Source: an optimization exercise on an open RTL-to-GDS flow (aim: small area, a short achievable clock period and few clock cycles per item). Production flows keep margins and buffers that such runs may drop.
Only simulation tests tie the RTL to the original design; equivalence was not proved.

==> 06-08 <==
## cordic_vec_top
module cordic_vec_top (
    input  logic clk,
    input  logic rst_n,
    input  logic in_valid,
    output logic in_ready,
    input  logic signed [15:0] x_start,
    input  logic signed [15:0] y_start,
    output logic out_valid,
    input  logic out_ready,
    output logic signed [15:0] mag,
    output logic signed [31:0] theta
);
==> flow/config.mk <==
export PLATFORM = sky130hd
export DESIGN_NAME = cordic_vec_top
export DESIGN_NICKNAME = cordic_vec_top
export VERILOG_FILES = /design/flow/design.v
export SDC_FILE = /design/flow/constraint.sdc
export NUM_CORES = 4
export LEC_CHECK = 0
export ABC_CLOCK_PERIOD_IN_PS = 2000
export CAP_MARGIN = 20
export CORE_MARGIN = 2
export CORE_UTILIZATION = 40
export CTS_CLUSTER_DIAMETER = 80
export CTS_CLUSTER_SIZE = 20
export SETUP_SLACK_MARGIN = 5
export SLEW_MARGIN = 20
==> flow/constraint.sdc <==
create_clock -name core_clock -period 9.0 [get_ports {clk}]
set_input_delay 1.8000 -clock core_clock [delete_from_list [all_inputs] [get_ports {clk}]]
set_output_delay 1.8000 -clock core_clock [all_outputs]
set_load 0.01 [all_outputs]
standard.sh (not shown) runs the stock make flow with config.mk's settings and CLKGATE_MAP_FILE= SYNTH_SCRIPT=/design/flow/synth_recipe.tcl, a recipe that flattens the netlist after the stock synthesis.
==> flow/flow/run.sh <==
#!/bin/bash
# Own flow: the standard synthesis and layout (standard.sh), but with the
# post-synthesis / post-CTS / post-route repair_timing aiming at a larger
# setup margin (the clock period and all constraints stay the design's).
set -euo pipefail
MARGIN=$(cat flow/margin.txt)
bash standard.sh synth > synth.log 2>&1
# same make command as standard.sh, with SETUP_SLACK_MARGIN raised
CMD=$(grep '^make ' standard.sh | sed -e 's/"\${@:-finish}"//' -e "s/SETUP_SLACK_MARGIN=[^ ]*//")
eval "$CMD SETUP_SLACK_MARGIN=$MARGIN finish" > layout.log 2>&1
RES=$(ls -d orfs/results/*/cordic_vec_top/base)
: # left out here: write the final layout as DEF
==> flow/flow/margin.txt <==
5.7
==> 09-22 (differences from 06-08) <==
==> flow/flow/margin.txt (replaced) <==
6
CORE_UTILIZATION = 60   (was 40)
CTS_CLUSTER_DIAMETER = unset   (was 80)
CTS_CLUSTER_SIZE = unset   (was 20)
PLACE_DENSITY = 0.75   (was unset)
==> run notes <==
item                                                                                 06-08              09-22
Core utilization of the finished layout                                              45.0%              71.5%
Post-layout net count                                                                 4172               4302
M1 wire length                                                                     35.6 mm            35.7 mm
Slew headroom                                                                        38.7%              47.7%
Number of antenna violations at the first check in global routing                        1                  0
Maximum operating frequency                                                        307 MHz            317 MHz
Share of layout cells above drive strength 1                                         8.64%              17.7%
Post-synthesis to final-layout area growth                                           11.9%              17.6%
Insertion delay to the later sink of the worst-skew pair                            630 ps             620 ps
Effective utilization at floorplan                                                   40.2%              60.8%
Die X                                                                               334 um             274 um
Clock slew at the register clock pins of the worst setup and hold paths              80 ps              60 ps
Run status                                                no timing/DRC/antenna violations  no timing/DRC/antenna violations
Worst Clk Skew                                                                     32.4 ps            20.0 ps
Num CTS Buffers                                                                         46                 78
Setup crit start kind                                                        primary input           register
Area of combinational cells with multiple inputs                                20800 um^2         22000 um^2
Hold wc startpoint                                                       s8_d[4]$_DFFE_PP_  s6_d[3]$_DFFE_PP_
Share of the final layout cell area in multi-input gates                             42.7%              42.8%
Count of antenna diodes in the layout                                                    1                  0
Worst-path cell with the longest stage delay                                         or4_4           edfxtp_1
Maximum number of pins on one net before global-route repair                            95                 98
Testbench counts of 06-08, summed over its fixed seeds: cycles 16,136, items 16,000.
Testbench counts of 09-22, summed over its fixed seeds: cycles 16,136, items 16,000.

==> lagoon <==
cordic_vec_top again, from the RTL that the note above started with.
// cordic_vec_top
module cordic_vec_top (
    input  logic clk,
    input  logic rst_n,
    input  logic in_valid,
    output logic in_ready,
    input  logic signed [15:0] x_start,
    input  logic signed [15:0] y_start,
    output logic out_valid,
    input  logic out_ready,
    output logic signed [15:0] mag,
    output logic signed [31:0] theta
);
export LEC_CHECK = 0
export ABC_CLOCK_PERIOD_IN_PS = 3000
export CAP_MARGIN = 20
export CORE_MARGIN = 2
export CORE_UTILIZATION = 40
export CTS_CLUSTER_DIAMETER = 80
export CTS_CLUSTER_SIZE = 20
export SETUP_SLACK_MARGIN = 5
export SLEW_MARGIN = 20
create_clock -name core_clock -period 9.0 [get_ports {clk}]
==> flow/flow/margin.txt <==
5.8
Scripts as last shown in full above: flow/flow/run.sh
==> juniper (differences from lagoon) <==
==> flow/flow/margin.txt (replaced) <==
6
--- a/flow/config.mk
+++ b/flow/config.mk
@@ -6,10 +6,8 @@
 export NUM_CORES = 4
 export LEC_CHECK = 0
-export ABC_CLOCK_PERIOD_IN_PS = 3000
+export ABC_CLOCK_PERIOD_IN_PS = 2000
 export CAP_MARGIN = 20
 export CORE_MARGIN = 2
 export CORE_UTILIZATION = 40
-export CTS_CLUSTER_DIAMETER = 80
-export CTS_CLUSTER_SIZE = 20
 export SETUP_SLACK_MARGIN = 5
 export SLEW_MARGIN = 20
==> cedar (differences from lagoon) <==
==> flow/flow/margin.txt (replaced) <==
6
--- a/flow/config.mk
+++ b/flow/config.mk
@@ -6,10 +6,10 @@
 export NUM_CORES = 4
 export LEC_CHECK = 0
-export ABC_CLOCK_PERIOD_IN_PS = 3000
+export ABC_CLOCK_PERIOD_IN_PS = 2000
 export CAP_MARGIN = 20
 export CORE_MARGIN = 2
 export CORE_UTILIZATION = 40
-export CTS_CLUSTER_DIAMETER = 80
-export CTS_CLUSTER_SIZE = 20
+export CTS_CLUSTER_DIAMETER = 100
+export CTS_CLUSTER_SIZE = 30
 export SETUP_SLACK_MARGIN = 5
 export SLEW_MARGIN = 20
==> garnet (differences from lagoon) <==
==> flow/flow/margin.txt (replaced) <==
6
--- a/flow/config.mk
+++ b/flow/config.mk
@@ -6,5 +6,5 @@
 export NUM_CORES = 4
 export LEC_CHECK = 0
-export ABC_CLOCK_PERIOD_IN_PS = 3000
+export ABC_CLOCK_PERIOD_IN_PS = 2000
 export CAP_MARGIN = 20
 export CORE_MARGIN = 2
==> comparison table <==
| quantity | lagoon | garnet | juniper | cedar |
|---|---|---|---|---|
| Max Clock Skew | 0.0398 ns | 0.0176 ns | 0.0501 ns | 0.0466 ns |
| Worst Setup Slack, final | 5.74 ns | 5.87 ns | 5.81 ns | 5.85 ns |
| Met1 track utilization from global routing | 18.9% | 18.6% | 18.7% | 18.5% |
| Routed met1 length | 37,000 um | 37,000 um | 36,900 um | 36,700 um |
| Via density | 4.95 | 4.94 | 4.92 | 4.93 |
| Worst-margin pin slew | 0.825 ns | 0.773 ns | 0.790 ns | 0.781 ns |
| Initial antenna violation count | 0 | 1 | 1 | 1 |
| Global routing usage on met3 | 1.91% | 1.91% | 2.44% | 1.73% |
| Resized cells post-CTS | 91 | 310 | 313 | 307 |
| Area taken by flip-flops and latches | 0.0217 sq mm | 0.0217 sq mm | 0.0217 sq mm | 0.0217 sq mm |
| Result of the run | no timing/DRC/antenna violations | no timing/DRC/antenna violations | no timing/DRC/antenna violations | no timing/DRC/antenna violations |
| Final period utilization | 36.2% | 34.8% | 35.5% | 35.1% |
Testbench counts of lagoon, summed over its fixed seeds: cycles 16,136, items 16,000.
Testbench counts of juniper, summed over its fixed seeds: cycles 16,136, items 16,000.
Testbench counts of cedar, summed over its fixed seeds: cycles 16,136, items 16,000.
Testbench counts of garnet, summed over its fixed seeds: cycles 16,136, items 16,000.

==> 09-12 <==
Another version of the RTL of cordic_vec_top (not shown whole).
Settings: LEC_CHECK=0, ABC_CLOCK_PERIOD_IN_PS=2000, CAP_MARGIN=20, CORE_MARGIN=2, CORE_UTILIZATION=40, CTS_CLUSTER_DIAMETER=90, CTS_CLUSTER_SIZE=25, SETUP_SLACK_MARGIN=5, SLEW_MARGIN=20; clock period 9.0 ns.
==> flow/flow/margin.txt <==
5.9
Scripts as last shown in full above: flow/flow/run.sh
==> inputs of 09-05, as changes to 09-12 <==
==> flow/flow/margin.txt (replaced) <==
5.8
==> flow_summary.yaml <==
status:
  status: "finished clean"
final_layout:
  antennaDiodeCount: 1
route:
  overall_via_count_from_detail_route: 25200
  wl_per_cell_um: 16.1
hold_path:
  timing.hold.worst_endpoint: "s7_d[0]"
the above is filed under 09-12

==> flow_summary.yaml <==
hold_path:
  timing.hold.worst_endpoint: "s10_d[1]"
route:
  overall_via_count_from_detail_route: 25000
final_layout:
  antennaDiodeCount: 0
status:
  status: "finished clean"
the above is filed under 09-05

Testbench counts of 09-12, summed over its fixed seeds: cycles 16,136, items 16,000.
Testbench counts of 09-05, summed over its fixed seeds: cycles 16,136, items 16,000.

==> trial 25 <==
Another version of the RTL of cordic_vec_top (not shown whole).
==> flow/config.mk <==
export PLATFORM = sky130hd
export DESIGN_NAME = cordic_vec_top
export DESIGN_NICKNAME = cordic_vec_top
export VERILOG_FILES = /design/flow/design.v
export SDC_FILE = /design/flow/constraint.sdc
export NUM_CORES = 4
export LEC_CHECK = 0
export ABC_CLOCK_PERIOD_IN_PS = 2000
export CAP_MARGIN = 20
export CORE_MARGIN = 2
export CORE_UTILIZATION = 40
export CTS_CLUSTER_DIAMETER = 90
export CTS_CLUSTER_SIZE = 25
export SETUP_SLACK_MARGIN = 5
export SLEW_MARGIN = 20
==> flow/constraint.sdc <==
create_clock -name core_clock -period 9.0 [get_ports {clk}]
set_input_delay 1.8000 -clock core_clock [delete_from_list [all_inputs] [get_ports {clk}]]
set_output_delay 1.8000 -clock core_clock [all_outputs]
set_load 0.01 [all_outputs]
==> flow/flow/margin.txt <==
5.8
Scripts as last shown in full above: flow/flow/run.sh
==> inputs of trial 40, as changes to trial 25 <==
- CTS_CLUSTER_DIAMETER: 90 -> 80
- CTS_CLUSTER_SIZE: 25 -> 20
==> comparison table <==
|  | trial 25 | trial 40 |
|---|---|---|
| Fin util | 44.6% | 44.8% |
| Clock period minus worst slack | 3110 ps | 3130 ps |
| Crit path setup slack, layout | 5890 ps | 5870 ps |
| Layout Skew | 48.0 ps | 27.3 ps |
| Met3 Track Usage GR | 1.80% | 1.78% |
| Instance count on the critical path | 9 | 1 |
| Routing usage on met2 | 26.1% | 26.3% |
| Worst-case hold path end point | s11_q[1]$_DFFE_PN_ | s6_q[0]$_DFFE_PN_ |
| Critical path capture point | s15_mc$_DFFE_PN_ | theta[31] |
| Number of buffers created by CTS | 41 | 48 |
| Area used by multi-input combinational logic | 20400 sq um | 20400 sq um |
| DRT met1 WL | 35400 microns | 35300 microns |
| Proportion of layout cells with a drive suffix above 1 | 7.87% | 7.93% |
| Outcome | complete, no violations | complete, no violations |
| Post-CTS sizing | 74 | 73 |
Testbench counts of trial 25, summed over its fixed seeds: cycles 16,136, items 16,000.
Testbench counts of trial 40, summed over its fixed seeds: cycles 16,136, items 16,000.

-- port drivers added, routing unchanged --
No port has a modelled driver above. Below, the same layouts with a new extraction and two added sets of constraints.
Step 1: set_driving_cell puts a clkbuf_16 on clk and a buf_2 on each other input, an assumption about the parent block.
Step 2 moves the port delays by t, midway between the first and last clock arrival at a register: inputs arrive t later, outputs are due t later. That takes back most of the time a late clock gives input paths.
Slacks: ideal / step 1 / step 2; pairs: ideal / step 1.
run	shift t [ns]	setup slack, ns	slew at the worst register clock pin (ns)	worst data-port slew with drivers (ns)
06-08	0.679	5.745 / 5.741 / 5.113	0.09 / 0.09	0.08
09-22	0.678	5.841 / 5.828 / 5.360	0.07 / 0.07	0.06
lagoon	0.700	5.743 / 5.698 / 5.088	0.09 / 0.09	0.06
juniper	0.711	5.806 / 5.806 / 5.338	0.07 / 0.07	0.07
cedar	0.673	5.845 / 5.840 / 5.353	0.12 / 0.12	0.06
garnet	0.689	5.867 / 5.825 / 5.296	0.09 / 0.09	0.07
09-12	0.681	5.944 / 5.874 / 5.375	0.10 / 0.10	0.04
09-05	0.677	5.870 / 5.801 / 5.332	0.10 / 0.10	0.04
trial 25	0.675	5.887 / 5.822 / 5.444	0.10 / 0.10	0.05
trial 40	0.705	5.874 / 5.805 / 5.387	0.09 / 0.09	0.05
After both steps every run listed still meets setup and hold. The setup slack of lagoon, which loses most, moves by -0.045 ns with the drivers and by -0.655 ns with both steps.
